What follows belongs to an exercise in optimizing a design on an open flow for small area and a short achievable clock period; a production flow would make more cautious choices. Where RTL was checked, it was by simulation tests only, not by an equivalence proof against the original. The RTL of runs 4 to 7 was laid out without a check of its function. Power is estimated from default activity; no workload was simulated.

==> flow/design.v <==
module add_bk #(parameter N = 16) (
    input  [N-1:0] a,
    input  [N-1:0] b,
    input          ci,
    output [N-1:0] s
);
    localparam L = (N <= 2) ? 1 : (N <= 4) ? 2 : (N <= 8) ? 3 : (N <= 16) ? 4 : (N <= 32) ? 5 : 6;
    wire [N-1:0] p0 = a ^ b;
    wire [N-1:0] g0 = a & b;
    wire [N*2*L-1:0] G;
    wire [N*2*L-1:0] P;
    assign G[N-1:0] = {g0[N-1:1], g0[0] | (p0[0] & ci)};
    assign P[N-1:0] = p0;
    genvar l, i;
    generate
        for (l = 0; l < L; l = l + 1) begin : up
            for (i = 0; i < N; i = i + 1) begin : bt
                if (((i + 1) % (2 << l)) == 0) begin : node
                    assign G[(l+1)*N+i] = G[l*N+i] | (P[l*N+i] & G[l*N+i-(1<<l)]);
                    assign P[(l+1)*N+i] = P[l*N+i] & P[l*N+i-(1<<l)];
                end else begin : pass
                    assign G[(l+1)*N+i] = G[l*N+i];
                    assign P[(l+1)*N+i] = P[l*N+i];
                end
            end
        end
        for (l = L - 2; l >= 0; l = l - 1) begin : down
            for (i = 0; i < N; i = i + 1) begin : bt
                if (((i + 1) % (2 << l)) == (1 << l) && i >= (2 << l)) begin : node
                    assign G[(2*L-1-l)*N+i] = G[(2*L-2-l)*N+i] | (P[(2*L-2-l)*N+i] & G[(2*L-2-l)*N+i-(1<<l)]);
                    assign P[(2*L-1-l)*N+i] = P[(2*L-2-l)*N+i] & P[(2*L-2-l)*N+i-(1<<l)];
                end else begin : pass
                    assign G[(2*L-1-l)*N+i] = G[(2*L-2-l)*N+i];
                    assign P[(2*L-1-l)*N+i] = P[(2*L-2-l)*N+i];
                end
            end
        end
    endgenerate
    wire [N-1:0] gf = G[(2*L-1)*N +: N];
    assign s = p0 ^ {gf[N-2:0], ci};
endmodule
module add_sk #(parameter N = 16) (
    input  [N-1:0] a,
    input  [N-1:0] b,
    input          ci,
    output [N-1:0] s
);
    localparam L = (N <= 2) ? 1 : (N <= 4) ? 2 : (N <= 8) ? 3 : (N <= 16) ? 4 : (N <= 32) ? 5 : 6;
    wire [N-1:0] p0 = a ^ b;
    wire [N-1:0] g0 = a & b;
    wire [N*(L+1)-1:0] G;
    wire [N*(L+1)-1:0] P;
    assign G[N-1:0] = {g0[N-1:1], g0[0] | (p0[0] & ci)};
    assign P[N-1:0] = p0;
    genvar l, i;
    generate
        for (l = 0; l < L; l = l + 1) begin : lv
            for (i = 0; i < N; i = i + 1) begin : bt
                if ((i >> l) % 2 == 1) begin : node
                    assign G[(l+1)*N+i] = G[l*N+i] | (P[l*N+i] & G[l*N+((i>>l)<<l)-1]);
                    assign P[(l+1)*N+i] = P[l*N+i] & P[l*N+((i>>l)<<l)-1];
                end else begin : pass
                    assign G[(l+1)*N+i] = G[l*N+i];
                    assign P[(l+1)*N+i] = P[l*N+i];
                end
            end
        end
    endgenerate
    wire [N-1:0] gf = G[L*N +: N];
    assign s = p0 ^ {gf[N-2:0], ci};
endmodule
module add_rc #(parameter N = 16) (
    input  [N-1:0] a,
    input  [N-1:0] b,
    input          ci,
    output [N-1:0] s
);
    wire [N:0] c;
    assign c[0] = ci;
    genvar i;
    generate
        for (i = 0; i < N; i = i + 1) begin : bt
            assign c[i+1] = (a[i] & b[i]) | (c[i] & (a[i] ^ b[i]));
        end
    endgenerate
    assign s = a ^ b ^ c[N-1:0];
endmodule
module cordic (
    input clk,
    input rst_n,
    input start,
    input [15:0] angle,
    output reg [15:0] cos,
    output reg [15:0] sin
);
    reg [16:0] r;
    reg [3:0] cnt;
    wire d = ~r[16];
    wire idle = cnt[3] & cnt[2] & cnt[1];
    reg [14:0] e;
    always @(*) begin
        case (cnt)
            4'd0:  e = 15'h6487;
            4'd1:  e = 15'h3B58;
            4'd2:  e = 15'h1F5B;
            4'd3:  e = 15'h0FEA;
            4'd4:  e = 15'h07FD;
            4'd5:  e = 15'h03FF;
            4'd6:  e = 15'h01FF;
            4'd7:  e = 15'h00FF;
            4'd8:  e = 15'h007F;
            4'd9:  e = 15'h003F;
            4'd10: e = 15'h001F;
            4'd11: e = 15'h000F;
            4'd12: e = 15'h0007;
            4'd13: e = 15'h0003;
            default: e = 15'h0000;
        endcase
    end
    wire [15:0] tc_sh = sin >> cnt;
    wire [15:0] ts_sh = cos >> cnt;
    wire [15:0] tc = {tc_sh[15:2], tc_sh[1:0] & {2{~idle}}};
    wire [15:0] ts = {ts_sh[15:2], ts_sh[1:0] & {2{~idle}}};
    wire [15:0] new_cos;
    wire [15:0] new_sin;
    wire [16:0] new_r;
    add_bk #(16) i_add_c (.a(cos), .b(tc ^ {16{d}}), .ci(d), .s(new_cos));
    add_bk #(16) i_add_s (.a(sin), .b(ts ^ {16{~d}}), .ci(~d), .s(new_sin));
    add_bk #(17) i_add_r (.a(r), .b({2'b00, e} ^ {17{d}}), .ci(d), .s(new_r));
    wire lo = (cnt == 4'd0) && (r[15:0] < 16'd2516);
    always @(posedge clk) begin
        if (start) begin
            cos <= 16'h4DBA;
            sin <= 16'h0000;
            r <= {1'b0, angle};
        end else begin
            cos <= new_cos;
            sin <= new_sin;
            r <= {new_r[16], new_r[15] & ~lo, new_r[14:0]};
        end
    end
    always @(posedge clk or negedge rst_n) begin
        if (!rst_n)
            cnt <= 4'hF;
        else if (start)
            cnt <= 4'h0;
        else if (cnt != 4'hF)
            cnt <= cnt + 4'h1;
    end
endmodule
==> flow/flow/run.sh <==
#!/bin/bash
# The standard layout with these changes:
#  - synthesis: no full/half-adder cell extraction (ADDER_MAP_FILE empty), so
#    ABC sees whole register-to-register paths, and ABC maps with a
#    delay-constrained area-recovering script (flow/abc_map.script) instead
#    of ORFS's; the rest of the standard synthesis script, including the
#    flip-flop mapping, flattening and renaming, is unchanged;
#  - repair_timing aims for extra setup slack (SETUP_SLACK_MARGIN) so that
#    the achieved period, not just the 16 ns clock, is optimised;
#  - the ports get plain buffers (buf_2) instead of delay cells.
set -euo pipefail
here=$(pwd)
{
  head -n 1 synth_recipe.tcl
  cat <<EOT
proc abc {args} {
  set i [lsearch -exact \$args -script]
  if {\$i >= 0} { set args [lreplace \$args [expr {\$i + 1}] [expr {\$i + 1}] $here/flow/abc_map.script] }
  yosys abc {*}\$args
}
EOT
  tail -n +2 synth_recipe.tcl
} > synth_map.tcl
bash standard.sh SYNTH_SCRIPT="$here/synth_map.tcl" ADDER_MAP_FILE= SETUP_SLACK_MARGIN=11.8 \
  'BUFFER_PORTS_ARGS=-buffer_cell sky130_fd_sc_hd__buf_2' finish > standard_flow.log 2>&1
==> flow/flow/abc_map.script <==
strash
dch
map -D 2000
topo
==> flow/standard.sh <==
#!/bin/bash
# synth_recipe.tcl (not shown) runs the flow's synth.tcl, then flattens the netlist and writes it again
# the make line also repeats each setting of config.mk as NAME=value (left out here)
make -C /OpenROAD-flow-scripts/flow DESIGN_CONFIG=/design/flow/config.mk WORK_HOME=/design/flow/orfs CLKGATE_MAP_FILE= SYNTH_SCRIPT=/design/flow/synth_recipe.tcl "${@:-finish}"
==> flow/config.mk <==
export PLATFORM = sky130hd
export DESIGN_NAME = cordic
export DESIGN_NICKNAME = cordic
export VERILOG_FILES = /design/flow/design.v
export SDC_FILE = /design/flow/constraint.sdc
export NUM_CORES = 4
export LEC_CHECK = 0
export ABC_AREA = 1
export CAP_MARGIN = 20
export CORE_MARGIN = 2
export CORE_UTILIZATION = 40
export SLEW_MARGIN = 20
==> flow/constraint.sdc <==
create_clock -name core_clock -period 16.0 [get_ports {clk}]
set_input_delay 3.2000 -clock core_clock [delete_from_list [all_inputs] [get_ports {clk}]]
set_output_delay 3.2000 -clock core_clock [all_outputs]
set_load 0.01 [all_outputs]
==> impl_metrics.py, run 1 <==
metrics = {
    "floorplan": {
        "core-area_mm2": 0.0115,
        "num_rows": 39,
        "fp.dieH_um": 113,
        "start_util": 0.413,
        "dieArea_mm2": 0.0127,
        "io_pins": 51,
        "die_x_um": 113,
    },
    "clock_network": {
        "cts.path.max_buffers": 2,
        "cts-root-buf": "clkbuf_16",
        "htree_levels": 2,
        "cts_made_buffers": 5,
        "cts_hold_buf": 0,
        "cts_sinks": 53,
        "clock_latency_ps": 310,
        "cts_tree": "yes",
        "clk_pin_slew_ps": 80,
    },
    "yosys": {
        "ys.flop_type": "dfxtp_1",
        "postSynth.asyncResetShare": 0.0755,
        "yosys.cell_types.count": 33,
        "avgSynthCellArea_um2": 5.91,
        "netlist_area_mm2": 0.00473,
        "yosysSeqAreaShare": 0.229,
        "synth_top_area_share": 0.207,
        "synth_cells": 801,
        "yosysWarnings": 1,
        "synth_area_leaders": "dfxtp_1 (21%), nand2_1 (16%), o21ai_0 (9.9%)",
        "synth_top_area_cell": "dfxtp_1",
        "post-synth-top-count-cell": "nand2_1",
        "synth-seq-cells": 53,
        "synth_edf_count": 0,
        "ys_top_cells_by_count": "nand2_1 (205), nor2_1 (125), clkinv_1 (97), o21ai_0 (94), xor2_1 (53)",
        "synth.net_count": 820,
    },
    "route": {
        "drc": 0,
        "wl_per_cell_um": 14.6,
        "postRouteAntennaNets": 0,
        "drt_iter0_drc": 458,
        "via_per_inst": 5.34,
        "routed-via-count": 5367,
        "routed_wirelength_um": 14700,
        "firstDrtPassIters": 5,
    },
    "cells_and_area": {
        "antenna_cells": 0,
        "multiInputGateArea_mm2": 0.00332,
        "seqCellArea_mm2": 0.00110,
        "utilization": 0.474,
        "final_cell_count_no_fill": 1005,
        "num-fill-cells": 1222,
        "area_growth_pct": 14.8,
        "drive_gt1_frac": 0.119,
        "fin_nets": 880,
    },
    "timing": {
        "slew_headroom": 0.617,
        "fin_crit_ps": 4140,
        "drv_slew": 0,
        "setup_tns_ps": 0,
        "hold_violations": 0,
        "fin_skew_ps": 8.09,
        "max_clock_freq_ghz": 0.242,
        "setup_viol": 0,
        "hold_slack_ps": 481,
        "post-route-period-util": 0.259,
        "tightest_slew_ps": 560,
        "rsz0062_at_grt": "yes",
    },
    "power": {
        "p_leak_nw": 2.37,
        "ir_drop_v": 0.0000945,
        "clockPowerShare": 0.091,
        "finalPower_mw": 1.25,
        "switching_share": 0.543,
        "p_per_area_mw_per_mm2": 231,
        "internal_power_mw": 0.574,
        "p_sw_mw": 0.681,
        "seq_power_share": 0.191,
        "share_comb_of_total_power": 0.718,
    },
    "grt": {
        "grtUsageTotal": 0.233,
        "antenna_found_initial": 0,
        "grt_max_degree": 59,
        "grt_pass1_vias": 4896,
        "grt_pass1_wl_um": 24200,
        "overflow": 0,
    },
    "worst_setup_path": {
        "cp_max_fo": 6,
        "required_ps": 12800,
        "crit_arrival_ps": 940,
        "worstPathBufferInverterCount": 1,
        "criticalPathCategory": "reg2out",
        "worstSetupEndpointType": "output port",
        "crit_chain": "buf_2",
        "critPathMaxStageDelay_ps": 450,
        "slowest_stage": "dfxtp_1",
        "critPathTopFamily": "flip-flops",
        "crit_path_start_kind": "flop",
    },
    "status": {
        "status": "no timing/DRC/antenna violations",
    },
    "placement": {
        "place.gp.congestion": 0.966,
        "post-place-cells": 997,
        "portBuffers": 50,
        "dp_hpwl_um": 10800,
    },
    "min_path": {
        "min_path_type": "reg2reg",
    },
    "run": {
        "max-cap-violations": 0,
    },
}
-- flip-flops by register name, indices dropped and copies added, names as in the netlist --
name	count
cnt	4
sin	16
cos	16
r	17
-- tightest hold or removal path, delay by kind of cell (launching register included) --
family / cells / cell delay, ps
AND/OR/NAND/NOR: 1 / 60
AO/OA/AOI/OAI: 1 / 60
flip-flops: 1 / 310
-- repair_timing --
action                                  4_1_cts  5_1_grt
endpoints found under the hold margin         0        0
resized for setup                            17       21
endpoints found under the setup margin       41       22
pin swaps                                     0        0
buffers inserted                              0        0
-- per-layer routing --
layer	GRT usage	routed length [um]
met5	0	0
met4	0.0789	293
met3	0.0300	695
met2	0.357	6310
met1	0.338	7360
-- power by group through the flow --
stage | Combinational, mW | Clock (mW) | Sequential, mW
5_1_grt | 1.03 | 0.121 | 0.247
3_3_place_gp | 0.856 | 0 | 0.240
6_report | 0.901 | 0.114 | 0.239
3_5_place_dp | 0.872 | 0 | 0.241
4_1_cts | 0.883 | 0.118 | 0.239
2_1_floorplan | 0.658 | 0 | 0.257
-- area by class of cell --
class / count / share of cell area
Inverter: 97 / 0.0734
Tap cell: 143 / 0.0329
Sequential cell: 53 / 0.202
Clock inverter: 2 / 0.00276
Multi-Input combinational cell: 651 / 0.611
Timing Repair Buffer: 53 / 0.0536
Clock buffer: 6 / 0.0237
-- layout by cell type, fill, tap and decap left out, drive strengths merged, types with 4 or more instances in the layout --
cell / synthesis / routed
a21oi: 49 / 49
a22oi: 8 / 8
a31oi: 14 / 14
and2: 8 / 8
buf: 0 / 53
clkbuf: 0 / 6
clkinv: 97 / 95
dfstp: 4 / 4
dfxtp: 49 / 49
nand2: 205 / 205
nand3: 20 / 20
nand4: 4 / 4
nor2: 125 / 125
nor3: 8 / 8
o2111ai: 4 / 4
o211ai: 7 / 7
o21a: 6 / 6
o21ai: 94 / 94
o21bai: 4 / 4
or2: 10 / 10
xnor2: 6 / 6
xor2: 53 / 53
-- path summary, 6_finish.rpt --
path / to / from / slack, ps / cells after the start
worst min register to register: r[0] / r[0] / 480 / 2
worst min-delay path: r[0] / r[0] / 480 / 2
worst max register to register: r[15] / cnt[2] / 12030 / 18
min in group asynchronous: cnt[0] / rst_n / 2870 / 1
max in group asynchronous: cnt[0] / rst_n / 13110 / 1
worst max-delay path: sin[8] / sin[8] / 11860 / 1
-- kinds of logic (layout without fill, tap and decap cells) --
logic type | count (synthesis) | count (layout) | synth area share
compound gates | 207 | 207 | 0.253
xor+xnor | 59 | 59 | 0.109
fa+ha+maj | 1 | 1 | 0.00211
buf+inv | 97 | 158 | 0.0769
flops | 53 | 53 | 0.229
mux | 2 | 2 | 0.00423
simple gates | 382 | 382 | 0.326
-- through the flow --
step                area (um2)  setup WS, ps
detailed placement        5190         10770
floorplan                 4740         11940
finish                    5440         11860
global route              5440         11770
global placement          5190         10830
CTS                       5380         11800
==> inputs of run 2 (changes only) <==
--- a/flow/flow/run.sh
+++ b/flow/flow/run.sh
@@ -22,4 +22,4 @@
   tail -n +2 synth_recipe.tcl
 } > synth_map.tcl
-bash standard.sh SYNTH_SCRIPT="$here/synth_map.tcl" ADDER_MAP_FILE= SETUP_SLACK_MARGIN=11.8 \
+bash standard.sh SYNTH_SCRIPT="$here/synth_map.tcl" ADDER_MAP_FILE= SETUP_SLACK_MARGIN=12.0 \
   'BUFFER_PORTS_ARGS=-buffer_cell sky130_fd_sc_hd__buf_2' finish > standard_flow.log 2>&1
==> run 2 against run 1 <==
Count of clock-buffer cells in the layout did not move. Still clean on timing, DRC and antenna. First-iteration DRC count decreased by 10%. Highest routed layer unchanged. Area after synthesis unchanged. Critical path type unchanged. Worst setup slack improved by 160 ps. Largest power group unchanged. Critical path depth stayed put. Critical endpoint is now sin[3]. Maximum frequency rose by 4.0%. Register-to-register slack improved by 240 ps.
==> impl_metrics.py, run 2 <==
metrics = {
    "power": {
        "ir_drop_v": 0.000111,
        "p_per_area_mw_per_mm2": 232,
        "switching_share": 0.522,
        "seq_power_share": 0.173,
        "internal_power_mw": 0.644,
        "p_leak_nw": 2.55,
        "share_comb_of_total_power": 0.731,
        "p_sw_mw": 0.702,
        "clockPowerShare": 0.096,
    },
    "placement": {
        "place.gp.congestion": 0.960,
        "dp_hpwl_um": 11000,
        "portBuffers": 50,
        "post-place-cells": 997,
    },
    "timing": {
        "fin_crit_ps": 3980,
        "slew_headroom": 0.590,
        "drv_slew": 0,
        "max_clock_freq_ghz": 0.251,
        "hold_slack_ps": 479,
        "post-route-period-util": 0.249,
        "setup_tns_ps": 0,
        "fin_skew_ps": 8.78,
        "hold_violations": 0,
        "setup_viol": 0,
        "tightest_slew_ps": 600,
        "rsz0062_at_grt": "no",
    },
    "clock_network": {
        "clock_latency_ps": 310,
        "clk_pin_slew_ps": 80,
        "cts_made_buffers": 5,
        "cts_tree": "yes",
        "cts-root-buf": "clkbuf_16",
        "cts.path.max_buffers": 2,
        "cts_sinks": 53,
        "htree_levels": 2,
    },
    "status": {
        "status": "no timing/DRC/antenna violations",
    },
    "cells_and_area": {
        "num-fill-cells": 1239,
        "layout.cells.most_common_list": "nand2_1 (203), nor2_1 (119), clkinv_1 (91), o21ai_0 (84), xor2_1 (53)",
        "top_regs": "r (17), cos (16), sin (16)",
        "drive_gt1_frac": 0.189,
        "antenna_cells": 0,
        "fin_nets": 907,
        "area_growth_pct": 22.8,
        "utilization": 0.507,
        "final_common_cell": "nand2_1",
        "top_register": "r",
        "largest_register_ffs": 17,
        "multiInputGateArea_mm2": 0.00336,
        "seqCellArea_mm2": 0.00115,
        "final_cell_count_no_fill": 1032,
    },
    "grt": {
        "grt_max_degree": 59,
        "grt.busiest_layer": "met2",
        "use_met1": 0.337,
        "grt_pass1_vias": 5268,
        "use_met2": 0.388,
        "antenna_found_initial": 0,
        "overflow": 0,
        "grtUsageTotal": 0.243,
        "grt_pass1_wl_um": 25400,
        "met3_usage": 0.0466,
    },
    "worst_setup_path": {
        "required_ps": 12800,
        "critPathTopFamily": "flip-flops",
        "cp.depth": 1,
        "critPathMaxStageDelay_ps": 360,
        "worstPathBufferInverterCount": 1,
        "criticalPathCategory": "reg2out",
        "rrSetupSlack_ps": 12270,
        "r2r_start": "cnt[0]",
        "critPathCapture": "sin[3]",
        "cp_max_fo": 2,
        "slowest_stage": "dfxtp_4",
        "r2r_cells": 18,
        "crit_chain": "buf_6",
        "worstSetupEndpointType": "output port",
        "r2r-end": "sin[15]",
        "crit_path_start_kind": "flop",
        "crit_arrival_ps": 780,
        "crit_start": "sin[3]",
    },
    "yosys": {
        "postSynth.asyncResetShare": 0.0755,
        "synth.net_count": 820,
        "synth_edf_count": 0,
        "netlist_area_mm2": 0.00473,
        "avgSynthCellArea_um2": 5.91,
        "yosysWarnings": 1,
        "synth_area_leaders": "dfxtp_1 (21%), nand2_1 (16%), o21ai_0 (9.9%)",
        "synth_top_area_share": 0.207,
        "ys_top_cells_by_count": "nand2_1 (205), nor2_1 (125), clkinv_1 (97), o21ai_0 (94), xor2_1 (53)",
        "synth_top_area_cell": "dfxtp_1",
        "synth-seq-cells": 53,
        "ys.flop_type": "dfxtp_1",
        "yosysSeqAreaShare": 0.229,
        "synth_cells": 801,
        "post-synth-top-count-cell": "nand2_1",
        "yosys.cell_types.count": 33,
    },
    "route": {
        "via_per_inst": 5.38,
        "routed_wirelength_um": 15300,
        "drc": 0,
        "wl_per_cell_um": 14.8,
        "firstDrtPassIters": 5,
        "postRouteAntennaNets": 0,
        "drt_iter0_drc": 412,
        "routed-via-count": 5549,
    },
    "run": {
        "max-cap-violations": 0,
    },
    "min_path": {
        "min_path_type": "reg2reg",
    },
    "floorplan": {
        "start_util": 0.413,
        "dieArea_mm2": 0.0127,
        "io_pins": 51,
        "fp.dieH_um": 113,
        "core-area_mm2": 0.0115,
        "num_rows": 39,
        "die_x_um": 113,
    },
}
## run 2: cell counts after synthesis
No cell type changed its count.
## run 2: through the flow
| step | total power [mW] | instance area (um2) | setup WS (ps) |
|---|---|---|---|
| floorplan | 0.915 | 4740 | 12000 |
| global placement | 1.10 | 5190 | 10840 |
| detailed placement | 1.12 | 5190 | 10770 |
| CTS | 1.30 | 5610 | 11990 |
| global route | 1.50 | 5810 | 12000 |
| finish | 1.35 | 5810 | 12020 |
## run 2: what timing repair did
action,CTS,global route
buffers inserted,15,12
gates resized for setup,60,41
hold buffers,0,0
pin swaps,0,2
endpoints found under the setup margin,70,39
## run 2: worst min-delay path by stage
stage,start,to,slack [ps],cells after the start
after floorplan,r[0],r[0],440,2
after global placement,r[0],r[0],450,2
after detailed placement,r[0],r[0],460,2
after CTS,r[0],r[0],470,2
after global routing,r[0],r[0],510,2
final,r[0],r[0],480,2
## run 2: final cells by class
type	count	area share
sequential	53	0.198
inverter	97	0.0693
clock buffer	6	0.0222
multi-input combinational	651	0.578
clock inverter	2	0.00667
timing repair buffer	80	0.0943
tap	143	0.0308
## run 2: tightest hold or removal path: stages (launching register included)
cell	delay, ps
dfxtp_1	320
nand2_1	60
a21oi_1	60
## run 2: cell families after synthesis
logic type / after synthesis / share of synthesized area
simple gates: 382 / 0.326
compound gates: 207 / 0.253
buf+inv: 97 / 0.0769
xor+xnor: 59 / 0.109
flops: 53 / 0.229
mux: 2 / 0.00423
fa+ha+maj: 1 / 0.00211
## run 2: layer usage
layer | wire [um] | share of wire
met3 | 962 | 0.063
met4 | 219 | 0.014
met5 | 0 | 0
met2 | 6740 | 0.44
met1 | 7350 | 0.48
## run 2: power groups by stage
stage               registers [mW]  logic (mW)  clock network, mW
finish                       0.233       0.984              0.130
detailed placement           0.241       0.876                  0
CTS                          0.235       0.929              0.133
global placement             0.240       0.857                  0
floorplan                    0.258       0.658                  0
global route                 0.240        1.12              0.138
==> inputs of run 3 (changes only) <==
--- a/flow/flow/run.sh
+++ b/flow/flow/run.sh
@@ -22,4 +22,4 @@
   tail -n +2 synth_recipe.tcl
 } > synth_map.tcl
-bash standard.sh SYNTH_SCRIPT="$here/synth_map.tcl" ADDER_MAP_FILE= SETUP_SLACK_MARGIN=12.0 \
+bash standard.sh SYNTH_SCRIPT="$here/synth_map.tcl" ADDER_MAP_FILE= SETUP_SLACK_MARGIN=11.8 \
   'BUFFER_PORTS_ARGS=-buffer_cell sky130_fd_sc_hd__buf_2' finish > standard_flow.log 2>&1
--- a/flow/config.mk
+++ b/flow/config.mk
@@ -10,3 +10,4 @@
 export CORE_MARGIN = 2
 export CORE_UTILIZATION = 40
+export CTS_BUF_LIST = sky130_fd_sc_hd__clkbuf_4 sky130_fd_sc_hd__clkbuf_8
 export SLEW_MARGIN = 20
==> run 3 against run 2 <==
Maximum frequency is 3.7% lower. Sequential cell count unchanged. Clock power fell by 35%. Worst hold slack improved by 6.6 ps. Area after synthesis is the same. Total power shrank 8.5%. Die area is the same. Largest cell class unchanged. Largest power group unchanged.
==> impl_metrics.py, run 3 <==
metrics = {
    "power": {
        "finalPower_mw": 1.23,
        "seq_power_share": 0.194,
        "ir_drop_v": 0.0000931,
        "clockPowerShare": 0.069,
        "p_sw_mw": 0.679,
        "share_comb_of_total_power": 0.737,
        "switching_share": 0.551,
        "internal_power_mw": 0.553,
        "p_per_area_mw_per_mm2": 228,
        "p_leak_nw": 2.36,
    },
    "timing": {
        "setup_tns_ps": 0,
        "worst_slack_ps": 11870,
        "post-route-period-util": 0.258,
        "hold_violations": 0,
        "drv_slew": 0,
        "slew_headroom": 0.630,
        "tightest_slew_ps": 541,
        "fin_crit_ps": 4130,
        "max_clock_freq_ghz": 0.242,
        "rsz0062_at_grt": "no",
        "fin_skew_ps": 11.0,
        "setup_viol": 0,
        "hold_slack_ps": 486,
    },
    "cells_and_area": {
        "final_common_cell": "nand2_1",
        "num-fill-cells": 1227,
        "top_register": "r",
        "layout.cells.most_common_list": "nand2_1 (204), nor2_1 (122), clkinv_1 (91), o21ai_0 (89), xor2_1 (53)",
        "fin_nets": 882,
        "antenna_cells": 0,
        "seqCellArea_mm2": 0.00110,
        "drive_gt1_frac": 0.127,
        "top_regs": "r (17), cos (16), sin (16)",
        "multiInputGateArea_mm2": 0.00333,
        "area_growth_pct": 14.1,
        "largest_register_ffs": 17,
    },
    "clock_network": {
        "cts_tree": "yes",
        "cts-root-buf": "clkbuf_8",
        "clock_latency_ps": 340,
        "cts_made_buffers": 5,
        "htree_levels": 2,
        "cts.path.max_buffers": 2,
        "cts_sinks": 53,
        "clk_pin_slew_ps": 110,
    },
    "floorplan": {
        "die_x_um": 113,
        "num_rows": 39,
        "core-area_mm2": 0.0115,
        "io_pins": 51,
        "fp.dieH_um": 113,
        "start_util": 0.413,
        "dieArea_mm2": 0.0127,
    },
    "worst_setup_path": {
        "worstSetupEndpointType": "output port",
        "required_ps": 12800,
        "slowest_stage": "dfxtp_1",
        "cp_max_fo": 5,
        "crit_chain": "buf_2",
        "criticalPathCategory": "reg2out",
        "crit_arrival_ps": 930,
        "crit_path_start_kind": "flop",
        "critPathMaxStageDelay_ps": 430,
        "critPathTopFamily": "flip-flops",
        "worstPathBufferInverterCount": 1,
    },
    "placement": {
        "pre_cts_ws_ps": 10770,
        "place.gp.congestion": 0.966,
        "portBuffers": 50,
        "dp_hpwl_um": 10800,
    },
    "grt": {
        "overflow": 0,
        "grtUsageTotal": 0.234,
        "grt_pass1_vias": 4918,
        "grt_max_degree": 59,
        "grt_pass1_wl_um": 24200,
        "antenna_found_initial": 0,
    },
    "yosys": {
        "synth_top_area_cell": "dfxtp_1",
        "synth_cells": 801,
        "synth_area_leaders": "dfxtp_1 (21%), nand2_1 (16%), o21ai_0 (9.9%)",
        "yosys.cell_types.count": 33,
        "ys.flop_type": "dfxtp_1",
        "synth_top_area_share": 0.207,
        "synth.net_count": 820,
        "post-synth-top-count-cell": "nand2_1",
        "synth_edf_count": 0,
        "yosysWarnings": 1,
        "avgSynthCellArea_um2": 5.91,
        "yosysSeqAreaShare": 0.229,
        "synth-seq-cells": 53,
        "postSynth.asyncResetShare": 0.0755,
        "netlist_area_mm2": 0.00473,
        "ys_top_cells_by_count": "nand2_1 (205), nor2_1 (125), clkinv_1 (97), o21ai_0 (94), xor2_1 (53)",
    },
    "route": {
        "top_layer_used": "met4",
        "drt_iter0_drc": 451,
        "routed-via-count": 5381,
        "wl_met3_um": 715,
        "drc": 0,
        "met1Wirelength_um": 7350,
        "via_per_inst": 5.34,
        "wl_per_cell_um": 14.7,
        "dr_wl_met2_um": 6410,
        "postRouteAntennaNets": 0,
        "firstDrtPassIters": 5,
        "routed_wirelength_um": 14800,
    },
    "run": {
        "max-cap-violations": 0,
    },
    "min_path": {
        "min_path_type": "reg2reg",
    },
    "status": {
        "status": "no timing/DRC/antenna violations",
    },
}
==> run 3: through the flow <==
| step | util | std cells | instance area (um2) |
|---|---|---|---|
| after floorplan | - | 801 | 4740 |
| after global placement | 0.452 | 997 | 5190 |
| after detailed placement | 0.452 | 997 | 5190 |
| after CTS | 0.465 | 1005 | 5330 |
| after global routing | 0.471 | 1007 | 5400 |
| final | 0.471 | 1007 | 5400 |
==> run 3: area by class of cell <==
class                      instances  area share
tap                              143      0.0331
timing repair buffer              55      0.0560
clock buffer                       6      0.0141
inverter                          97      0.0736
sequential                        53       0.204
multi-input combinational        651       0.616
clock inverter                     2     0.00278
==> run 3: logic make-up after synthesis <==
group	Yosys count	synth area share
mux	2	0.00423
buf+inv	97	0.0769
xor+xnor	59	0.109
fa+ha+maj	1	0.00211
compound gates	207	0.253
simple gates	382	0.326
flops	53	0.229
==> run 3: final timing paths <==
check	end	startpoint	slack (ps)	cells after the start
min	r[0]	r[0]	490	2
max reg2reg	r[15]	cnt[2]	12030	18
max	cos[8]	cos[8]	11870	1
min in group asynchronous	cnt[0]	rst_n	2830	1
max in group asynchronous	cnt[0]	rst_n	13150	1
min reg2reg	r[0]	r[0]	490	2
==> run 3: timing repair <==
action | in CTS | in global routing
hold buffers | 0 | 0
pin swaps | 0 | 1
buffers inserted | 0 | 2
resized for setup | 19 | 25
cloned | 0 | 0
endpoints found under the setup margin | 42 | 25
==> run 3: power by group through the flow <==
| stage | logic [mW] | registers (mW) | clock network (mW) |
|---|---|---|---|
| floorplan | 0.658 | 0.257 | 0 |
| global placement | 0.856 | 0.240 | 0 |
| detailed placement | 0.872 | 0.241 | 0 |
| CTS | 0.885 | 0.239 | 0.0894 |
| global route | 1.04 | 0.247 | 0.0925 |
| finish | 0.908 | 0.240 | 0.0847 |
==> run 3: layer usage <==
metal,up-vias,GRT usage
li1,2785,-
met1,2430,0.337
met2,147,0.358
met3,19,0.0321
met4,0,0.0797
met5,-,0
==> inputs of run 4 (changes only) <==
--- a/flow/design.v
+++ b/flow/design.v
@@ -125,6 +125,6 @@
     wire [15:0] new_sin;
     wire [16:0] new_r;
-    add_bk #(16) i_add_c (.a(cos), .b(tc ^ {16{d}}), .ci(d), .s(new_cos));
-    add_bk #(16) i_add_s (.a(sin), .b(ts ^ {16{~d}}), .ci(~d), .s(new_sin));
+    add_sk #(16) i_add_c (.a(cos), .b(tc ^ {16{d}}), .ci(d), .s(new_cos));
+    add_sk #(16) i_add_s (.a(sin), .b(ts ^ {16{~d}}), .ci(~d), .s(new_sin));
     add_bk #(17) i_add_r (.a(r), .b({2'b00, e} ^ {17{d}}), .ci(d), .s(new_r));
     wire lo = (cnt == 4'd0) && (r[15:0] < 16'd2516);
--- a/flow/config.mk
+++ b/flow/config.mk
@@ -10,4 +10,3 @@
 export CORE_MARGIN = 2
 export CORE_UTILIZATION = 40
-export CTS_BUF_LIST = sky130_fd_sc_hd__clkbuf_4 sky130_fd_sc_hd__clkbuf_8
 export SLEW_MARGIN = 20
==> run 4 against run 3 <==
Worst hold slack got worse by 11 ps. Synthesized cell count rose by 1.6%. Clock skew rose by 2.2 ps. Global-route usage rose by 0.90 points. Clock power rose by 38%. Critical path depth did not move. Register-to-register slack improved by 130 ps. Sequential cell count did not move. Sequential power rose by 4%. Area after synthesis rose by 0.58%. Via count rose by 2.3%. Highest routed layer unchanged.
==> impl_metrics.py, run 4 <==
metrics = {
    "placement": {
        "pre_cts_ws_ps": 11410,
        "place.gp.congestion": 1.01,
        "portBuffers": 50,
        "dp_hpwl_um": 11200,
    },
    "route": {
        "firstDrtPassIters": 15,
        "drt_iter0_drc": 428,
        "routed-via-count": 5506,
        "via_per_inst": 5.39,
        "drc": 0,
        "postRouteAntennaNets": 0,
        "routed_wirelength_um": 15000,
        "wl_per_cell_um": 14.7,
    },
    "min_path": {
        "worstHoldStart": "r[0]",
        "min_path_type": "reg2reg",
    },
    "yosys": {
        "synth_cells": 814,
        "synth_top_area_cell": "dfxtp_1",
        "post-synth-top-count-cell": "nand2_1",
        "synth_top_area_share": 0.206,
        "ys.flop_type": "dfxtp_1",
        "avgSynthCellArea_um2": 5.85,
        "yosys.cell_types.count": 35,
        "yosysWarnings": 1,
        "synth.net_count": 833,
        "synth_edf_count": 0,
        "yosysSeqAreaShare": 0.228,
        "synth_area_leaders": "dfxtp_1 (21%), nand2_1 (17%), o21ai_0 (11%)",
        "ys_top_cells_by_count": "nand2_1 (215), nor2_1 (113), clkinv_1 (101), o21ai_0 (100), a21oi_1 (62)",
        "postSynth.asyncResetShare": 0.0755,
        "synth-seq-cells": 53,
        "netlist_area_mm2": 0.00476,
    },
    "floorplan": {
        "start_util": 0.414,
        "core-area_mm2": 0.0115,
        "dieArea_mm2": 0.0128,
        "fp.dieH_um": 113,
        "num_rows": 39,
        "die_x_um": 113,
        "io_pins": 51,
    },
    "clock_network": {
        "cts_sinks": 53,
        "htree_levels": 2,
        "clk_pin_slew_ps": 80,
        "cts_made_buffers": 5,
        "post_cts_buffers": 0,
        "clock_latency_ps": 320,
        "cts.path.max_buffers": 2,
        "cts_tree": "yes",
        "cts-root-buf": "clkbuf_16",
    },
    "timing": {
        "fin_skew_ps": 13.3,
        "setup_tns_ps": 0,
        "rsz0062_at_grt": "yes",
        "tightest_slew_ps": 791,
        "setup_viol": 0,
        "hold_slack_ps": 475,
        "slew_headroom": 0.467,
        "hold_violations": 0,
        "post-route-period-util": 0.259,
        "fin_crit_ps": 4150,
        "drv_slew": 0,
        "max_clock_freq_ghz": 0.241,
        "worst_slack_ps": 11850,
    },
    "worst_setup_path": {
        "crit_start": "sin[15]",
        "slowest_stage": "dfxtp_1",
        "crit_chain": "buf_2",
        "worstPathBufferInverterCount": 1,
        "critPathMaxStageDelay_ps": 460,
        "r2r_start": "cnt[1]",
        "required_ps": 12800,
        "worstSetupEndpointType": "output port",
        "crit_arrival_ps": 950,
        "critPathTopFamily": "flip-flops",
        "cp_max_fo": 5,
        "crit_path_start_kind": "flop",
        "criticalPathCategory": "reg2out",
    },
    "cells_and_area": {
        "area_growth_pct": 14.1,
        "largest_register_ffs": 17,
        "top_regs": "r (17), cos (16), sin (16)",
        "final_common_cell": "nand2_1",
        "drive_gt1_frac": 0.114,
        "num-fill-cells": 1230,
        "top_register": "r",
        "utilization": 0.472,
        "fin_nets": 896,
        "layout.cells.most_common_list": "nand2_1 (215), nor2_1 (113), clkinv_1 (97), o21ai_0 (97), a21oi_1 (60)",
        "multiInputGateArea_mm2": 0.00332,
        "antenna_cells": 0,
        "seqCellArea_mm2": 0.00109,
    },
    "grt": {
        "grt_max_degree": 58,
        "overflow": 0,
        "grt_pass1_vias": 5068,
        "grtUsageTotal": 0.243,
        "antenna_found_initial": 0,
        "grt_pass1_wl_um": 25100,
    },
    "status": {
        "status": "no timing/DRC/antenna violations",
    },
    "run": {
        "max-cap-violations": 0,
    },
    "power": {
        "ir_drop_v": 0.0000933,
        "p_per_area_mw_per_mm2": 232,
        "p_leak_nw": 2.35,
        "finalPower_mw": 1.26,
    },
}
## run 4: cell count changes in the layout (fill, tap and decap cells not counted), sizes merged, moves of 6 or more
| cell | change |
|---|---|
| a21oi | +13 |
| nor2 | -12 |
| nand2 | +10 |
| clkinv | +7 |
| o221ai | +7 |
| o21ai | +6 |
## run 4: area by class of cell
type,count,area share
Clock inverter,3,0.00392
Tap cell,143,0.0329
Inverter,101,0.0721
Sequential cell,53,0.201
Timing Repair Buffer,56,0.0557
Clock buffer,5,0.0230
Multi-Input combinational cell,660,0.611
## run 4: cells by family after synthesis
family                    share of synthesized area
AOI/OAI and AO/OA                             0.264
xor gates and xnor gates                      0.101
buffers and inverters                        0.0796
DFF                                           0.228
muxes                                       0.00210
and+or+nand+nor                               0.325
## run 4: path summary, 6_finish.rpt
check	slack (ps)	end	cells after the start
hold / removal	470	r[0]	2
hold reg to reg	470	r[0]	2
min in group asynchronous	2870	cnt[2]	1
setup reg to reg	12160	r[15]	17
setup / recovery	11850	sin[15]	1
max in group asynchronous	13110	cnt[3]	1
## run 4: power breakdown
part	leakage, nW	internal (mW)	switching, mW
clock network	0.0702	0.0586	0.0581
registers	0.453	0.193	0.0560
logic	1.83	0.313	0.579
total	2.35	0.565	0.693
## run 4: worst reg2reg max path, stage by stage, from the launching register on
cell	delay, ps
dfstp_4	790
clkinv_4	250
nor2_1	260
nand2_1	180
nand2_1	150
xor2_1	210
xor2_1	110
nand2_1	90
nand2_1	70
nand2_1	70
o21ai_0	160
a21oi_2	250
nor2_1	90
or2_2	320
a21oi_2	230
o21bai_1	150
a211oi_1	230
o21ai_0	120
## run 4: repair_timing
| item | 4_1_cts | 5_1_grt |
|---|---|---|
| pin swaps | 0 | 0 |
| hold buffers | 0 | 0 |
| resized for setup | 6 | 13 |
| endpoints found under the setup margin | 21 | 30 |
## run 4: per-stage QoR
step / cells / area (um2)
after floorplan: 814 / 4760
after global placement: 1013 / 5240
after detailed placement: 1013 / 5240
after CTS: 1021 / 5390
after global routing: 1021 / 5430
final: 1021 / 5430
## run 4: per-layer routing
| metal | wire length [um] | track usage | part of all wire |
|---|---|---|---|
| met5 | 0 | 0 | 0 |
| met4 | 266 | 0.0789 | 0.018 |
| met3 | 873 | 0.0380 | 0.058 |
| met2 | 6670 | 0.384 | 0.44 |
| met1 | 7200 | 0.338 | 0.48 |
==> inputs of run 5 (changes only) <==
--- a/flow/design.v
+++ b/flow/design.v
@@ -98,4 +98,5 @@
     wire d = ~r[16];
     wire idle = cnt[3] & cnt[2] & cnt[1];
+    wire first = (cnt == 4'd0);
     reg [14:0] e;
     always @(*) begin
@@ -125,18 +126,22 @@
     wire [15:0] new_sin;
     wire [16:0] new_r;
-    add_sk #(16) i_add_c (.a(cos), .b(tc ^ {16{d}}), .ci(d), .s(new_cos));
-    add_sk #(16) i_add_s (.a(sin), .b(ts ^ {16{~d}}), .ci(~d), .s(new_sin));
+    add_bk #(16) i_add_c (.a(cos), .b(tc ^ {16{d}}), .ci(d), .s(new_cos));
+    add_bk #(16) i_add_s (.a(sin), .b(ts ^ {16{~d}}), .ci(~d), .s(new_sin));
     add_bk #(17) i_add_r (.a(r), .b({2'b00, e} ^ {17{d}}), .ci(d), .s(new_r));
-    wire lo = (cnt == 4'd0) && (r[15:0] < 16'd2516);
+    wire lo = first && (r[15:0] < 16'd2516);
     always @(posedge clk) begin
-        if (start) begin
+        if (first) begin
             cos <= 16'h4DBA;
-            sin <= 16'h0000;
-            r <= {1'b0, angle};
+            sin <= 16'h4DBA;
         end else begin
             cos <= new_cos;
             sin <= new_sin;
+        end
+    end
+    always @(posedge clk) begin
+        if (start)
+            r <= {1'b0, angle};
+        else
             r <= {new_r[16], new_r[15] & ~lo, new_r[14:0]};
-        end
     end
     always @(posedge clk or negedge rst_n) begin
==> run 5 against run 4 <==
First-iteration DRC count rose by 29%. Worst setup slack improved by 28 ps. Highest routed layer unchanged. Maximum frequency rose by 0.68%. Non-clock buffer count grew 2. Via count shrank 3.1%. Sequential cell count is the same. Worst hold slack improved by 10 ps. Global-route usage decreased by 1.7 points. Total power increased by 6.2%. Sequential power is essentially flat. Register-to-register slack better by 30 ps. Largest power group unchanged.
==> impl_metrics.py, run 5 <==
metrics = {
    "power": {
        "p_per_area_mw_per_mm2": 243,
        "ir_drop_v": 0.000111,
        "finalPower_mw": 1.34,
        "p_leak_nw": 2.40,
    },
    "clock_network": {
        "cts_hold_buf": 0,
        "clock_latency_ps": 310,
        "cts_sinks": 53,
        "cts_made_buffers": 5,
        "clk_pin_slew_ps": 70,
        "htree_levels": 2,
        "cts_tree": "yes",
        "cts-root-buf": "clkbuf_16",
        "cts.path.max_buffers": 2,
    },
    "yosys": {
        "yosys.cell_types.count": 31,
        "ys.flop_type": "dfxtp_1",
        "postSynth.asyncResetShare": 0.0755,
        "synth_cells": 786,
        "yosysWarnings": 1,
        "avgSynthCellArea_um2": 6.05,
        "ys_top_cells_by_count": "nand2_1 (207), nor2_1 (114), o21ai_0 (97), clkinv_1 (90), xor2_1 (68)",
        "post-synth-top-count-cell": "nand2_1",
        "netlist_area_mm2": 0.00475,
        "synth_top_area_cell": "dfxtp_1",
        "synth-seq-cells": 53,
        "synth_top_area_share": 0.206,
        "synth_edf_count": 0,
        "synth_area_leaders": "dfxtp_1 (21%), nand2_1 (16%), xor2_1 (13%)",
        "synth.net_count": 805,
        "yosysSeqAreaShare": 0.229,
    },
    "cells_and_area": {
        "antenna_cells": 0,
        "layout.cells.most_common_list": "nand2_1 (207), nor2_1 (110), o21ai_0 (92), clkinv_1 (85), xor2_1 (68)",
        "final_common_cell": "nand2_1",
        "area_growth_pct": 15.5,
        "largest_register_ffs": 17,
        "drive_gt1_frac": 0.129,
        "fin_nets": 870,
        "top_register": "r",
        "top_regs": "r (17), cos (16), sin (16)",
        "num-fill-cells": 1257,
    },
    "status": {
        "status": "no timing/DRC/antenna violations",
    },
    "route": {
        "routed-via-count": 5337,
        "postRouteAntennaNets": 0,
        "dr_wl_met2_um": 6250,
        "firstDrtPassIters": 17,
        "drt_iter0_drc": 553,
        "via_per_inst": 5.37,
        "top_layer_used": "met4",
        "wl_per_cell_um": 14.3,
        "routed_wirelength_um": 14200,
        "met1Wirelength_um": 6830,
        "wl_met3_um": 953,
        "drc": 0,
    },
    "placement": {
        "dp_hpwl_um": 10500,
        "place.gp.congestion": 0.965,
        "portBuffers": 50,
    },
    "grt": {
        "overflow": 0,
        "antenna_found_initial": 0,
        "grt_pass1_wl_um": 23400,
        "grt_pass1_vias": 4736,
        "grtUsageTotal": 0.226,
        "grt_max_degree": 31,
    },
    "worst_setup_path": {
        "critPathMaxStageDelay_ps": 440,
        "worstPathBufferInverterCount": 1,
        "crit_chain": "buf_2",
        "crit_arrival_ps": 920,
        "critPathTopFamily": "flip-flops",
        "required_ps": 12800,
        "worstSetupEndpointType": "output port",
        "cp_max_fo": 4,
        "crit_path_start_kind": "flop",
        "criticalPathCategory": "reg2out",
        "slowest_stage": "dfxtp_1",
    },
    "timing": {
        "max_clock_freq_ghz": 0.243,
        "fin_skew_ps": 8.07,
        "rsz0062_at_grt": "no",
        "slew_headroom": 0.591,
        "fin_crit_ps": 4120,
        "drv_slew": 0,
        "setup_tns_ps": 0,
        "hold_violations": 0,
        "post-route-period-util": 0.258,
        "tightest_slew_ps": 609,
        "setup_viol": 0,
    },
    "floorplan": {
        "dieArea_mm2": 0.0128,
        "io_pins": 51,
        "start_util": 0.413,
        "num_rows": 39,
        "die_x_um": 113,
        "core-area_mm2": 0.0115,
        "fp.dieH_um": 113,
    },
    "min_path": {
        "min_path_type": "reg2reg",
    },
    "run": {
        "max-cap-violations": 0,
    },
}
run 5: changes by cell type after synthesis, sizes merged, moves of 8 or more:
cell,change
nand3,-8
xor2,+16
a21oi,-27
clkinv,-11
nand2,-8
run 5: cell type report:
class / count / area, um2 / share of cell area
Multi-Input combinational cell: 643 / 3370 / 0.614
Sequential cell: 53 / 1100 / 0.200
Inverter: 90 / 350 / 0.0638
Timing Repair Buffer: 58 / 334 / 0.0609
Tap cell: 143 / 179 / 0.0326
Clock buffer: 5 / 125 / 0.0228
Clock inverter: 2 / 35.0 / 0.00638
run 5: worst paths after layout:
check | from | to | slack, ps | cells after the start
worst max-delay path | sin[13] | sin[13] | 11880 | 1
worst min-delay path | r[0] | r[0] | 490 | 2
worst max register to register | cnt[0] | sin[15] | 12190 | 17
worst min register to register | r[0] | r[0] | 490 | 2
max in group asynchronous | rst_n | cnt[2] | 13110 | 1
min in group asynchronous | rst_n | cnt[3] | 2870 | 1
run 5: per-layer routing:
metal	global-route usage	vias up
li1	-	2739
met1	0.327	2407
met2	0.351	178
met3	0.0418	13
met4	0.0512	0
met5	0	-
run 5: per-stage QoR:
step / hold slack (ps) / utilization / setup slack, ps / cell area (um2) / std cells
3_5_place_dp: 470 / 0.452 / 11100 / 5200 / 982
5_1_grt: 522 / 0.477 / 11840 / 5490 / 994
4_1_cts: 484 / 0.470 / 11750 / 5410 / 990
6_report: 485 / 0.477 / 11880 / 5490 / 994
3_3_place_gp: 464 / 0.452 / 11270 / 5200 / 982
2_1_floorplan: 454 / - / 12090 / 4750 / 786
run 5: cell families after synthesis:
kind of cell               Yosys count  share of synthesized area
AOI/OAI and AO/OA                  189                      0.231
xor gates and xnor gates            76                      0.140
adders and majority gates            3                    0.00632
buffers and inverters               90                     0.0711
DFF                                 53                      0.229
muxes                                3                    0.00632
and+or+nand+nor                    372                      0.317
run 5: what timing repair did:
action,CTS,global route
setup endpoints to repair,28,17
pin swaps,0,1
gates resized for setup,9,16
buffers inserted,1,4
endpoints found under the hold margin,0,0
run 5: power breakdown:
| group | switching, mW | internal, mW | leakage (nW) |
|---|---|---|---|
| registers | 0.0543 | 0.196 | 0.455 |
| clock network | 0.0536 | 0.0729 | 0.0797 |
| logic | 0.597 | 0.362 | 1.87 |
==> inputs of run 6 (changes only) <==
--- a/flow/design.v
+++ b/flow/design.v
@@ -4,4 +4,14 @@
     input          ci,
     output [N-1:0] s
+);
+    wire [N-1:0] c;
+    bk_carry #(N) i_carry (.a(a), .b(b), .ci(ci), .c(c));
+    assign s = a ^ b ^ c;
+endmodule
+module bk_carry #(parameter N = 16) (
+    input  [N-1:0] a,
+    input  [N-1:0] b,
+    input          ci,
+    output [N-1:0] c
 );
     localparam L = (N <= 2) ? 1 : (N <= 4) ? 2 : (N <= 8) ? 3 : (N <= 16) ? 4 : (N <= 32) ? 5 : 6;
@@ -38,51 +48,5 @@
     endgenerate
     wire [N-1:0] gf = G[(2*L-1)*N +: N];
-    assign s = p0 ^ {gf[N-2:0], ci};
-endmodule
-module add_sk #(parameter N = 16) (
-    input  [N-1:0] a,
-    input  [N-1:0] b,
-    input          ci,
-    output [N-1:0] s
-);
-    localparam L = (N <= 2) ? 1 : (N <= 4) ? 2 : (N <= 8) ? 3 : (N <= 16) ? 4 : (N <= 32) ? 5 : 6;
-    wire [N-1:0] p0 = a ^ b;
-    wire [N-1:0] g0 = a & b;
-    wire [N*(L+1)-1:0] G;
-    wire [N*(L+1)-1:0] P;
-    assign G[N-1:0] = {g0[N-1:1], g0[0] | (p0[0] & ci)};
-    assign P[N-1:0] = p0;
-    genvar l, i;
-    generate
-        for (l = 0; l < L; l = l + 1) begin : lv
-            for (i = 0; i < N; i = i + 1) begin : bt
-                if ((i >> l) % 2 == 1) begin : node
-                    assign G[(l+1)*N+i] = G[l*N+i] | (P[l*N+i] & G[l*N+((i>>l)<<l)-1]);
-                    assign P[(l+1)*N+i] = P[l*N+i] & P[l*N+((i>>l)<<l)-1];
-                end else begin : pass
-                    assign G[(l+1)*N+i] = G[l*N+i];
-                    assign P[(l+1)*N+i] = P[l*N+i];
-                end
-            end
-        end
-    endgenerate
-    wire [N-1:0] gf = G[L*N +: N];
-    assign s = p0 ^ {gf[N-2:0], ci};
-endmodule
-module add_rc #(parameter N = 16) (
-    input  [N-1:0] a,
-    input  [N-1:0] b,
-    input          ci,
-    output [N-1:0] s
-);
-    wire [N:0] c;
-    assign c[0] = ci;
-    genvar i;
-    generate
-        for (i = 0; i < N; i = i + 1) begin : bt
-            assign c[i+1] = (a[i] & b[i]) | (c[i] & (a[i] ^ b[i]));
-        end
-    endgenerate
-    assign s = a ^ b ^ c[N-1:0];
+    assign c = {gf[N-2:0], ci};
 endmodule
 module cordic (
@@ -98,5 +62,4 @@
     wire d = ~r[16];
     wire idle = cnt[3] & cnt[2] & cnt[1];
-    wire first = (cnt == 4'd0);
     reg [14:0] e;
     always @(*) begin
@@ -126,22 +89,22 @@
     wire [15:0] new_sin;
     wire [16:0] new_r;
-    add_bk #(16) i_add_c (.a(cos), .b(tc ^ {16{d}}), .ci(d), .s(new_cos));
-    add_bk #(16) i_add_s (.a(sin), .b(ts ^ {16{~d}}), .ci(~d), .s(new_sin));
+    wire [15:0] cy_c;
+    wire [15:0] cy_s;
+    bk_carry #(16) i_cy_c (.a(cos ^ {16{d}}), .b(tc), .ci(1'b0), .c(cy_c));
+    bk_carry #(16) i_cy_s (.a(sin ^ {16{~d}}), .b(ts), .ci(1'b0), .c(cy_s));
+    assign new_cos = cos ^ tc ^ cy_c;
+    assign new_sin = sin ^ ts ^ cy_s;
     add_bk #(17) i_add_r (.a(r), .b({2'b00, e} ^ {17{d}}), .ci(d), .s(new_r));
-    wire lo = first && (r[15:0] < 16'd2516);
+    wire lo = (cnt == 4'd0) && (r[15:0] < 16'd2516);
     always @(posedge clk) begin
-        if (first) begin
+        if (start) begin
             cos <= 16'h4DBA;
-            sin <= 16'h4DBA;
+            sin <= 16'h0000;
+            r <= {1'b0, angle};
         end else begin
             cos <= new_cos;
             sin <= new_sin;
+            r <= {new_r[16], new_r[15] & ~lo, new_r[14:0]};
         end
-    end
-    always @(posedge clk) begin
-        if (start)
-            r <= {1'b0, angle};
-        else
-            r <= {new_r[16], new_r[15] & ~lo, new_r[14:0]};
     end
     always @(posedge clk or negedge rst_n) begin
==> run 6 against run 5 <==
Still clean on timing, DRC and antenna. Final area increased by 1.4%. Die area up 2.2%. Cell count increased by 1.6%. First-iteration DRC count decreased by 39%. Maximum frequency decreased by 1.2%. Utilization is 0.93 points lower. Combinational power fell by 16%. Sequential power up 6%. Area after synthesis is 2.3% higher. Sequential share of layout area fell by 0.23 points. Critical endpoint is now cos[9]. Largest cell class unchanged.
==> impl_metrics.py, run 6 <==
metrics = {
    "yosys": {
        "synth_top_area_share": 0.202,
        "ys.flop_type": "dfxtp_1",
        "postSynth.asyncResetShare": 0.0755,
        "post-synth-top-count-cell": "nand2_1",
        "synth_cells": 798,
        "synth-seq-cells": 53,
        "yosys.cell_types.count": 37,
        "netlist_area_mm2": 0.00486,
        "synth_area_leaders": "dfxtp_1 (20%), nand2_1 (15%), xor2_1 (13%)",
        "avgSynthCellArea_um2": 6.09,
        "ys_top_cells_by_count": "nand2_1 (197), nor2_1 (103), clkinv_1 (94), o21ai_0 (92), xor2_1 (71)",
        "yosysSeqAreaShare": 0.223,
        "synth_edf_count": 0,
        "synth.net_count": 817,
        "synth_top_area_cell": "dfxtp_1",
        "yosysWarnings": 1,
    },
    "floorplan": {
        "io_pins": 51,
        "fp.dieH_um": 114,
        "core-area_mm2": 0.0119,
        "start_util": 0.408,
        "die_x_um": 114,
        "dieArea_mm2": 0.0130,
        "num_rows": 40,
    },
    "route": {
        "via_per_inst": 5.12,
        "routed_wirelength_um": 13600,
        "wl_per_cell_um": 13.5,
        "drc": 0,
        "drt_iter0_drc": 335,
        "routed-via-count": 5172,
        "postRouteAntennaNets": 0,
        "firstDrtPassIters": 5,
    },
    "cells_and_area": {
        "multiInputGateArea_mm2": 0.00343,
        "top_register": "r",
        "num-fill-cells": 1285,
        "fin_nets": 881,
        "top_regs": "r (17), cos (16), sin (16)",
        "seqCellArea_mm2": 0.00110,
        "final_common_cell": "nand2_1",
        "utilization": 0.467,
        "drive_gt1_frac": 0.116,
        "layout.cells.most_common_list": "nand2_1 (197), nor2_1 (100), clkinv_1 (89), o21ai_0 (86), xor2_1 (71)",
        "antenna_cells": 0,
        "largest_register_ffs": 17,
        "area_growth_pct": 14.5,
    },
    "worst_setup_path": {
        "crit_arrival_ps": 970,
        "r2r_start": "cnt[0]",
        "cp_max_fo": 5,
        "critPathTopFamily": "flip-flops",
        "r2r_cells": 16,
        "r2r-end": "cos[15]",
        "crit_path_start_kind": "flop",
        "slowest_stage": "dfxtp_1",
        "rrSetupSlack_ps": 12080,
        "worstSetupEndpointType": "output port",
        "crit_chain": "buf_2",
        "required_ps": 12800,
        "worstPathBufferInverterCount": 1,
        "critPathMaxStageDelay_ps": 470,
        "criticalPathCategory": "reg2out",
    },
    "min_path": {
        "holdPathStages": 2,
        "worstHoldStart": "r[0]",
        "hold_end": "r[0]",
        "min_path_type": "reg2reg",
    },
    "power": {
        "finalPower_mw": 1.20,
        "p_leak_nw": 2.40,
        "seq_power_share": 0.222,
        "p_sw_mw": 0.617,
        "p_per_area_mw_per_mm2": 215,
        "share_comb_of_total_power": 0.670,
        "ir_drop_v": 0.0000700,
        "clockPowerShare": 0.108,
        "internal_power_mw": 0.580,
        "switching_share": 0.515,
    },
    "timing": {
        "setup_tns_ps": 0,
        "hold_violations": 0,
        "post-route-period-util": 0.261,
        "rsz0062_at_grt": "yes",
        "fin_skew_ps": 13.4,
        "hold_slack_ps": 488,
        "slew_headroom": 0.594,
        "drv_slew": 0,
        "tightest_slew_ps": 602,
        "setup_viol": 0,
        "fin_crit_ps": 4170,
        "max_clock_freq_ghz": 0.240,
    },
    "clock_network": {
        "cts_sinks": 53,
        "cts_tree": "yes",
        "clk_pin_slew_ps": 70,
        "cts-root-buf": "clkbuf_16",
        "clock_latency_ps": 310,
        "htree_levels": 2,
        "cts_hold_buf": 0,
        "cts.path.max_buffers": 2,
        "cts_made_buffers": 5,
    },
    "grt": {
        "grt_pass1_vias": 4583,
        "grt_pass1_wl_um": 22700,
        "grt_max_degree": 52,
        "antenna_found_initial": 0,
        "grtUsageTotal": 0.217,
        "overflow": 0,
    },
    "placement": {
        "portBuffers": 50,
        "place.gp.congestion": 0.926,
        "dp_hpwl_um": 10400,
    },
    "run": {
        "max-cap-violations": 0,
    },
    "status": {
        "status": "no timing/DRC/antenna violations",
    },
}
==> run 6: cell types whose count changed in the layout (fill, tap and decap cells not counted), moves of 5 or more <==
| cell | change |
|---|---|
| a21oi_1 | +13 |
| and2_2 | -5 |
| nand2_1 | -10 |
| nand3_1 | +13 |
| nor2_1 | -10 |
| o21ai_0 | -6 |
| o21bai_1 | +5 |
| o22ai_1 | +8 |
| xnor2_1 | +14 |
==> run 6: cell families after synthesis <==
| group | after synthesis | share of synthesized area |
|---|---|---|
| flip-flops | 53 | 0.223 |
| XOR/XNOR | 93 | 0.168 |
| AND/OR/NAND/NOR | 362 | 0.305 |
| buffers and inverters | 94 | 0.0726 |
| multiplexers | 2 | 0.00412 |
| AO/OA/AOI/OAI | 194 | 0.227 |
==> run 6: cell type report <==
cell class                 instances  share of cell area
tap                              147              0.0330
clock inverter                     2             0.00697
sequential                        53               0.198
multi-input combinational        651               0.617
clock buffer                       6              0.0232
inverter                          94              0.0663
timing repair buffer              57              0.0558
==> run 6: worst max path at each step <==
stage            from      end  slack [ps]  cells past startpoint
6_report       cos[9]   cos[9]       11830                      1
4_1_cts         start    r[15]       11750                      6
3_5_place_dp    start    r[15]       10720                      6
3_3_place_gp    start    r[15]       10740                      6
2_1_floorplan   start    r[15]       11960                      4
5_1_grt        cnt[0]  cos[15]       11730                     16
==> run 6: worst min-delay path, delay by kind of cell, from the launching register on <==
family | cells | cell delay [ps]
compound gates | 1 | 70
flops | 1 | 320
simple gates | 1 | 60
==> run 6: power by group through the flow <==
stage	clock (mW)	combinational [mW]	sequential, mW
2_1_floorplan	0	0.614	0.272
3_3_place_gp	0	0.790	0.268
3_5_place_dp	0	0.792	0.267
4_1_cts	0.131	0.799	0.265
5_1_grt	0.136	0.922	0.275
6_report	0.129	0.802	0.265
==> run 6: per-layer routing <==
layer	GRT usage	routed length, um	vias up
li1	-	-	2776
met1	0.309	6870	2235
met2	0.335	5710	149
met3	0.0445	840	12
met4	0.0561	183	0
met5	0	0	-
==> run 6: stage by stage <==
stage | instances | area (um2) | setup slack (ps)
after floorplan | 798 | 4860 | 11960
after global placement | 999 | 5330 | 10740
after detailed placement | 999 | 5330 | 10720
after CTS | 1007 | 5510 | 11750
after global routing | 1010 | 5570 | 11730
final | 1010 | 5570 | 11830
==> run 6: what timing repair did <==
| action | CTS | global route |
|---|---|---|
| buffers inserted | 0 | 3 |
| endpoints found under the hold margin | 0 | 0 |
| gates resized for setup | 8 | 18 |
| endpoints found under the setup margin | 34 | 30 |
==> inputs of run 7 (changes only) <==
==> flow/design.v (replaced) <==
module add_bk #(parameter N = 16) (
    input  [N-1:0] a,
    input  [N-1:0] b,
    input          ci,
    output [N-1:0] s
);
    localparam L = (N <= 2) ? 1 : (N <= 4) ? 2 : (N <= 8) ? 3 : (N <= 16) ? 4 : (N <= 32) ? 5 : 6;
    wire [N-1:0] p0 = a ^ b;
    wire [N-1:0] g0 = a & b;
    wire [N*2*L-1:0] G;
    wire [N*2*L-1:0] P;
    assign G[N-1:0] = {g0[N-1:1], g0[0] | (p0[0] & ci)};
    assign P[N-1:0] = p0;
    genvar l, i;
    generate
        for (l = 0; l < L; l = l + 1) begin : up
            for (i = 0; i < N; i = i + 1) begin : bt
                if (((i + 1) % (2 << l)) == 0) begin : node
                    assign G[(l+1)*N+i] = G[l*N+i] | (P[l*N+i] & G[l*N+i-(1<<l)]);
                    assign P[(l+1)*N+i] = P[l*N+i] & P[l*N+i-(1<<l)];
                end else begin : pass
                    assign G[(l+1)*N+i] = G[l*N+i];
                    assign P[(l+1)*N+i] = P[l*N+i];
                end
            end
        end
        for (l = L - 2; l >= 0; l = l - 1) begin : down
            for (i = 0; i < N; i = i + 1) begin : bt
                if (((i + 1) % (2 << l)) == (1 << l) && i >= (2 << l)) begin : node
                    assign G[(2*L-1-l)*N+i] = G[(2*L-2-l)*N+i] | (P[(2*L-2-l)*N+i] & G[(2*L-2-l)*N+i-(1<<l)]);
                    assign P[(2*L-1-l)*N+i] = P[(2*L-2-l)*N+i] & P[(2*L-2-l)*N+i-(1<<l)];
                end else begin : pass
                    assign G[(2*L-1-l)*N+i] = G[(2*L-2-l)*N+i];
                    assign P[(2*L-1-l)*N+i] = P[(2*L-2-l)*N+i];
                end
            end
        end
    endgenerate
    wire [N-1:0] gf = G[(2*L-1)*N +: N];
    assign s = p0 ^ {gf[N-2:0], ci};
endmodule
module cordic (
    input clk,
    input rst_n,
    input start,
    input [15:0] angle,
    output reg [15:0] cos,
    output reg [15:0] sin
);
    reg [16:0] r;
    reg [3:0] q;
    wire d = ~r[16];
    wire first = (q == 4'd15);
    wire idle = (q == 4'd13) || (q == 4'd14);
    reg [14:0] e;
    always @(*) begin
        case (q)
            4'd15: e = 15'h6487;
            4'd0:  e = 15'h3B58;
            4'd1:  e = 15'h1F5B;
            4'd2:  e = 15'h0FEA;
            4'd3:  e = 15'h07FD;
            4'd4:  e = 15'h03FF;
            4'd5:  e = 15'h01FF;
            4'd6:  e = 15'h00FF;
            4'd7:  e = 15'h007F;
            4'd8:  e = 15'h003F;
            4'd9:  e = 15'h001F;
            4'd10: e = 15'h000F;
            4'd11: e = 15'h0007;
            4'd12: e = 15'h0003;
            default: e = 15'h0000;
        endcase
    end
    wire [14:0] tc_sh = sin[15:1] >> q;
    wire [14:0] ts_sh = cos[15:1] >> q;
    wire [15:0] tc = {1'b0, tc_sh[14:2], tc_sh[1:0] & {2{~idle}}};
    wire [15:0] ts = {1'b0, ts_sh[14:2], ts_sh[1:0] & {2{~idle}}};
    wire [15:0] new_cos;
    wire [15:0] new_sin;
    wire [16:0] new_r;
    add_bk #(16) i_add_c (.a(cos), .b(tc ^ {16{d}}), .ci(d), .s(new_cos));
    add_bk #(16) i_add_s (.a(sin), .b(ts ^ {16{~d}}), .ci(~d), .s(new_sin));
    add_bk #(17) i_add_r (.a(r), .b({2'b00, e} ^ {17{d}}), .ci(d), .s(new_r));
    wire lo = first && (r[15:0] < 16'd2516);
    always @(posedge clk) begin
        if (first) begin
            cos <= 16'h4DBA;
            sin <= 16'h4DBA;
        end else begin
            cos <= new_cos;
            sin <= new_sin;
        end
    end
    always @(posedge clk) begin
        if (start)
            r <= {1'b0, angle};
        else
            r <= {new_r[16], new_r[15] & ~lo, new_r[14:0]};
    end
    always @(posedge clk or negedge rst_n) begin
        if (!rst_n)
            q <= 4'd14;
        else if (start)
            q <= 4'd15;
        else if (q != 4'd14)
            q <= q + 4'd1;
    end
endmodule
--- a/flow/config.mk
+++ b/flow/config.mk
@@ -10,3 +10,4 @@
 export CORE_MARGIN = 2
 export CORE_UTILIZATION = 40
+export CTS_BUF_LIST = sky130_fd_sc_hd__clkbuf_4 sky130_fd_sc_hd__clkbuf_8
 export SLEW_MARGIN = 20
==> run 7 against run 6 <==
Maximum frequency grew 0.56%. Critical path depth is the same. Clock skew is essentially flat. Combinational power grew 11%. Worst hold slack lost 15 ps. Sequential cell count is the same. Wire length grew 1.7%. Largest cell class unchanged.
==> impl_metrics.py, run 7 <==
metrics = {
    "clock_network": {
        "cts-root-buf": "clkbuf_8",
        "cts_made_buffers": 5,
        "clk_pin_slew_ps": 110,
        "cts.path.max_buffers": 2,
        "htree_levels": 2,
        "cts_sinks": 53,
        "cts_hold_buf": 0,
        "cts_tree": "yes",
    },
    "yosys": {
        "postSynth.asyncResetShare": 0.0755,
        "synth_top_area_cell": "dfxtp_1",
        "yosysWarnings": 1,
        "netlist_area_mm2": 0.00455,
        "synth_top_area_share": 0.216,
        "synth_edf_count": 0,
        "avgSynthCellArea_um2": 5.86,
        "synth-seq-cells": 53,
        "synth.net_count": 795,
        "synth_cells": 776,
        "synth_area_leaders": "dfxtp_1 (22%), nand2_1 (18%), o21ai_0 (13%)",
        "post-synth-top-count-cell": "nand2_1",
    },
    "worst_setup_path": {
        "crit_arrival_ps": 950,
        "required_ps": 12800,
        "cp_max_fo": 5,
        "critPathTopFamily": "flip-flops",
        "worstSetupEndpointType": "output port",
        "crit_path_start_kind": "flop",
        "critPathMaxStageDelay_ps": 450,
        "worstPathBufferInverterCount": 1,
        "slowest_stage": "dfxtp_1",
        "criticalPathCategory": "reg2out",
    },
    "timing": {
        "hold_violations": 0,
        "tightest_slew_ps": 670,
        "post-route-period-util": 0.259,
        "max_clock_freq_ghz": 0.241,
        "drv_slew": 0,
        "setup_viol": 0,
        "slew_headroom": 0.542,
        "rsz0062_at_grt": "no",
        "fin_skew_ps": 13.4,
    },
    "floorplan": {
        "io_pins": 51,
        "dieArea_mm2": 0.0122,
        "start_util": 0.414,
    },
    "cells_and_area": {
        "top_regs": "r (17), cos (16), sin (16)",
        "multiInputGateArea_mm2": 0.00316,
        "fin_nets": 860,
        "area_growth_pct": 14.5,
        "utilization": 0.474,
        "largest_register_ffs": 17,
        "final_common_cell": "nand2_1",
        "layout.cells.most_common_list": "nand2_1 (212), nor2_1 (112), o21ai_0 (112), clkinv_1 (86), buf_2 (50)",
        "antenna_cells": 0,
        "num-fill-cells": 1202,
    },
    "grt": {
        "grt_max_degree": 51,
        "overflow": 0,
        "grtUsageTotal": 0.228,
        "grt_pass1_vias": 4589,
        "antenna_found_initial": 0,
    },
    "min_path": {
        "min_path_type": "reg2reg",
    },
    "power": {
        "p_leak_nw": 2.22,
        "ir_drop_v": 0.000112,
        "p_sw_mw": 0.687,
        "seq_power_share": 0.214,
        "internal_power_mw": 0.557,
    },
    "route": {
        "routed-via-count": 5142,
        "postRouteAntennaNets": 0,
        "routed_wirelength_um": 13800,
        "drc": 0,
    },
    "run": {
        "max-cap-violations": 0,
    },
    "placement": {
        "portBuffers": 50,
        "place.gp.congestion": 0.923,
    },
    "status": {
        "status": "no timing/DRC/antenna violations",
    },
}
[run 7: cell types whose count changed after synthesis, sizes merged, moves of 10 or more]
cell   before  now
o21ai      92  119
xnor2      22    4
xor2       71   48
and2        3   13
nor2      103  115
nand2     197  213
nand3      30    7
[run 7: cell type report]
cell class                      count  area share
Clock buffer                        6      0.0147
Inverter                           92      0.0704
Clock inverter                      2     0.00288
Multi-Input combinational cell    631       0.607
Tap cell                          140      0.0336
Sequential cell                    53       0.211
Timing Repair Buffer               58      0.0603
[run 7: path summary, 6_finish.rpt]
kind,from,to,slack [ps],cells past startpoint
setup / recovery,sin[4],sin[4],11850,1
hold / removal,r[0],r[0],470,2
setup reg to reg,q[1],cos[15],12180,15
hold reg to reg,r[0],r[0],470,2
max in group asynchronous,rst_n,q[2],13150,1
min in group asynchronous,rst_n,q[0],2640,1
[run 7: cells by family after synthesis]
family / Yosys count / share of synthesized area
adders and majority gates: 1 / 0.00220
DFF: 53 / 0.239
AOI/OAI and AO/OA: 212 / 0.258
xor gates and xnor gates: 52 / 0.100
and+or+nand+nor: 364 / 0.321
buffers and inverters: 92 / 0.0759
muxes: 2 / 0.00440
[run 7: power by group through the flow]
stage | Sequential, mW | Combinational (mW) | Clock (mW)
2_1_floorplan | 0.279 | 0.637 | 0
3_3_place_gp | 0.266 | 0.848 | 0
3_5_place_dp | 0.268 | 0.863 | 0
4_1_cts | 0.265 | 0.872 | 0.0868
5_1_grt | 0.277 | 1.03 | 0.0914
6_report | 0.267 | 0.894 | 0.0831
[run 7: timing repair]
item	4_1_cts	5_1_grt
setup endpoints to repair	21	21
pin swaps	0	0
setup buffers	0	5
endpoints found under the hold margin	0	0
gates cloned	0	0
resized for setup	13	19
[run 7: through the flow]
| step | power (mW) | worst slack, ps | hold WS [ps] | instance area (um2) | cells |
|---|---|---|---|---|---|
| after detailed placement | 1.13 | 11000 | 461 | 4990 | 969 |
| after global placement | 1.11 | 11090 | 452 | 4990 | 969 |
| after floorplan | 0.916 | 11880 | 443 | 4550 | 776 |
| final | 1.24 | 11850 | 473 | 5210 | 982 |
| after global routing | 1.39 | 11780 | 501 | 5210 | 982 |
| after CTS | 1.22 | 11780 | 477 | 5100 | 977 |
[run 7: routing by layer]
layer | share of wire | wire length [um] | global-route usage | vias up
met5 | 0 | 0 | 0 | -
met4 | 0.010 | 143 | 0.0442 | 0
met3 | 0.046 | 635 | 0.0406 | 13
met2 | 0.44 | 6100 | 0.362 | 117
met1 | 0.50 | 6940 | 0.325 | 2326
li1 | - | - | - | 2686
